Context: an optimization exercise on an open-source flow, tuned for small area, a short achievable clock period and few clock cycles. The choices shown serve that exercise and are no tape-out recipe. In this exercise RTL edits were held to simulation tests only and were not proved equivalent to the original. Power and IR drop assume default switching activity.

==> flow/design.v (excerpt) <==
module Core (
    clk,
    rst,
    init_PC,
    imem_addr,
    imem_rdata,
    dmem_addr,
    dmem_we,
    dmem_wdata,
    dmem_rdata,
    halted
);
For scale: roughly 550 cells after synthesis, about 100 flip-flops, about 0.0050 mm2 of cells after synthesis.
export LEC_CHECK = 0
export ABC_AREA = 1
export ABC_CLOCK_PERIOD_IN_PS = 2000
export CAP_MARGIN = 20
export CORE_MARGIN = 2
export CORE_UTILIZATION = 60
export CTS_BUF_LIST = sky130_fd_sc_hd__clkbuf_4 sky130_fd_sc_hd__clkbuf_8
export SETUP_SLACK_MARGIN = 1.8
export SLEW_MARGIN = 20
export TNS_END_PERCENT = 30
create_clock -name core_clock -period 4.0 [get_ports {clk}]
standard.sh (not shown) runs the stock make flow with config.mk's settings and CLKGATE_MAP_FILE= SYNTH_SCRIPT=/design/flow/synth_recipe.tcl, a recipe that flattens the netlist after the stock synthesis.
==> flow/flow/run.sh <==
#!/bin/bash
# The standard layout (the standard.sh), except that the port buffers
# are sky130_fd_sc_hd__buf_1 cells rather than the delay buffers that
# buffer_ports picks by default. make's full output goes to standard.log;
# ORFS keeps each step's own log under orfs/logs/.
set -euo pipefail
export BUFFER_PORTS_ARGS="-buffer_cell sky130_fd_sc_hd__buf_1"
bash standard.sh > standard.log 2>&1
Testbench counts at the start, summed over its fixed seeds: cycles 36,554.
Rerun with:
Settings changed: ABC_CLOCK_PERIOD_IN_PS 2000 to 1900, PLACE_DENSITY from default to 0.75, SETUP_SLACK_MARGIN 1.8 to 2.0.
Effect: Core utilization is higher by 0.57 points; global-route usage rose by 0.58 points; area after synthesis stays the same; worst setup slack improves by 140 ps; power goes up by 3.6%; register-to-register slack improves by 140 ps; final cell count does not change; routed wire length is higher by 4.9%.
Rerun with:
Settings changed: CORE_UTILIZATION 60 to 75, CTS_BUF_LIST sky130_fd_sc_hd__clkbuf_4 sky130_fd_sc_hd__clkbuf_8 to sky130_fd_sc_hd__clkbuf_8 sky130_fd_sc_hd__clkbuf_16, CTS_CLUSTER_DIAMETER from default to 100, CTS_CLUSTER_SIZE from default to 40, PLACE_DENSITY 0.75 to default.
Result:
- The changed run completed with no timing, DRC or antenna violations
- cell count shrinks by a few percent
- power shrinks slightly
- hold slack got worse by 12 ps
- area after synthesis is unchanged
- worst setup slack got worse by 34 ps
- routed wire length grows by a few percent
- count of clock-buffer cells in the layout stays the same
Rerun with:
Settings changed: CORE_UTILIZATION 75 to 60, CTS_BUF_LIST sky130_fd_sc_hd__clkbuf_8 sky130_fd_sc_hd__clkbuf_16 to sky130_fd_sc_hd__clkbuf_4 sky130_fd_sc_hd__clkbuf_8, CTS_CLUSTER_DIAMETER 100 to default, CTS_CLUSTER_SIZE 40 to default, GPL_TIMING_DRIVEN from default to 0.
=>
- clock power went down by about 2%
- global-route usage went down by 8.3 points
- cell count went up by 5.0%
- final area hardly moves
- clock-buffer cell count went up by 1
- via count went down by 8.2%

---

Core again, from the RTL that the note above started with.
export LEC_CHECK = 0
export ABC_AREA = 1
export ABC_CLOCK_PERIOD_IN_PS = 1900
export CAP_MARGIN = 20
export CORE_MARGIN = 2
export CORE_UTILIZATION = 60
export CTS_BUF_LIST = sky130_fd_sc_hd__clkbuf_4 sky130_fd_sc_hd__clkbuf_8
export SETUP_SLACK_MARGIN = 2.0
export SLEW_MARGIN = 20
export TNS_END_PERCENT = 30
create_clock -name core_clock -period 4.0 [get_ports {clk}]
Scripts as last shown in full above: flow/flow/run.sh
The starting point completed with no timing, DRC or antenna violations.
Testbench counts at the start, summed over its fixed seeds: cycles 36,554.
==> next run, changes <==
SETUP_SLACK_MARGIN = 2.05   (was 2.0)
TNS_END_PERCENT = unset   (was 30)
The changed run completed with no timing, DRC or antenna violations.
Register-to-register slack gains 0.09 ns.
Routed wire length came out higher by 2.8%.
Cell area came out higher by 1.8%.
Hold slack hardly moves.
Total power came out higher by 0.64%.
Critical path depth is unchanged.
Global-route usage came out higher by 0.30 points.
Via count came out higher by 2.0%.
Non-clock buffer count came out higher by 6.
Worst setup slack loses 0.013 ns.
==> next run, changes <==
GPL_TIMING_DRIVEN = 0   (was unset)
TNS_END_PERCENT = 30   (was unset)
Effect:
- The changed run ran to the end with no violations
- via count stays flat
- register-to-register slack degrades by 0.07 ns
- clock skew went down by 0.0050 ns
- total power went down slightly
- synthesized area is unchanged
- die area stays the same
==> next run, changes <==
CAP_MARGIN = 5   (was 20)
SETUP_SLACK_MARGIN = 2.0   (was 2.05)
SLEW_MARGIN = 5   (was 20)
The changed run finished clean.
Clock skew stays flat.
Sequential cell count does not change.
Power hardly moves.
Clock power stays flat.
Clock-buffer cell count is unchanged.
==> next run, changes <==
CAP_MARGIN = 20   (was 5)
CORE_UTILIZATION = 50   (was 60)
GPL_TIMING_DRIVEN = unset   (was 0)
SLEW_MARGIN = 20   (was 5)
Worst hold slack gets better by 0.014 ns.
Utilization is lower by 12 points.
Sequential cell count stays the same.
Register-to-register slack got worse by 0.05 ns.
Power goes up by about 0.7%.
Final area falls by 0.93%.
Critical path depth climbs by 2.
Routed wire length went up by about 5.6%.

what the ideal ports hide:
Ports are ideal in the flow. The routed layouts listed here were re-timed in OpenROAD. Step 1: set_driving_cell puts a clkbuf_16 on clk and a buf_2 on each other input, an assumption about the parent block. Step 2 also shifts input and output timing later by t, the mid clock arrival at the registers, as if the neighbouring blocks saw the same clock. Three values: no drivers, after step 1, after step 2; two values: the first two.
| run | t, ns | slack for setup (ns) | worst setup path at the end | clock arrival spread, ns | slew at the worst register clock pin (ns) |
|---|---|---|---|---|---|
| the first run of note 1 | 0.405 | 1.819 / 1.804 / 1.638 | input to register | 0.013 / 0.013 | 0.10 / 0.10 |
| the second run of note 1 | 0.402 | 1.954 / 1.918 / 1.684 | input to register | 0.012 / 0.012 | 0.10 / 0.10 |
| the third run of note 1 | 0.393 | 1.921 / 1.921 / 1.740 | input to register | 0.014 / 0.014 | 0.10 / 0.10 |
| the fourth run of note 1 | 0.389 | 2.000 / 1.977 / 1.748 | input to register | 0.012 / 0.011 | 0.10 / 0.10 |
| the first run of note 2 | 0.403 | 1.993 / 1.973 / 1.638 | input to register | 0.011 / 0.012 | 0.10 / 0.10 |
| the second run of note 2 | 0.409 | 1.980 / 1.946 / 1.829 | input to register | 0.015 / 0.015 | 0.11 / 0.11 |
| the third run of note 2 | 0.387 | 2.006 / 1.985 / 1.773 | input to register | 0.011 / 0.011 | 0.10 / 0.10 |
| the fourth run of note 2 | 0.389 | 2.000 / 1.977 / 1.748 | input to register | 0.012 / 0.011 | 0.10 / 0.10 |
| the fifth run of note 2 | 0.402 | 1.982 / 1.977 / 1.593 | input to register | 0.011 / 0.011 | 0.10 / 0.10 |
After both steps every run listed still meets setup and hold. The setup slack of the fifth run of note 2, which loses most, moves by -0.005 ns with the drivers and by -0.389 ns with both steps.
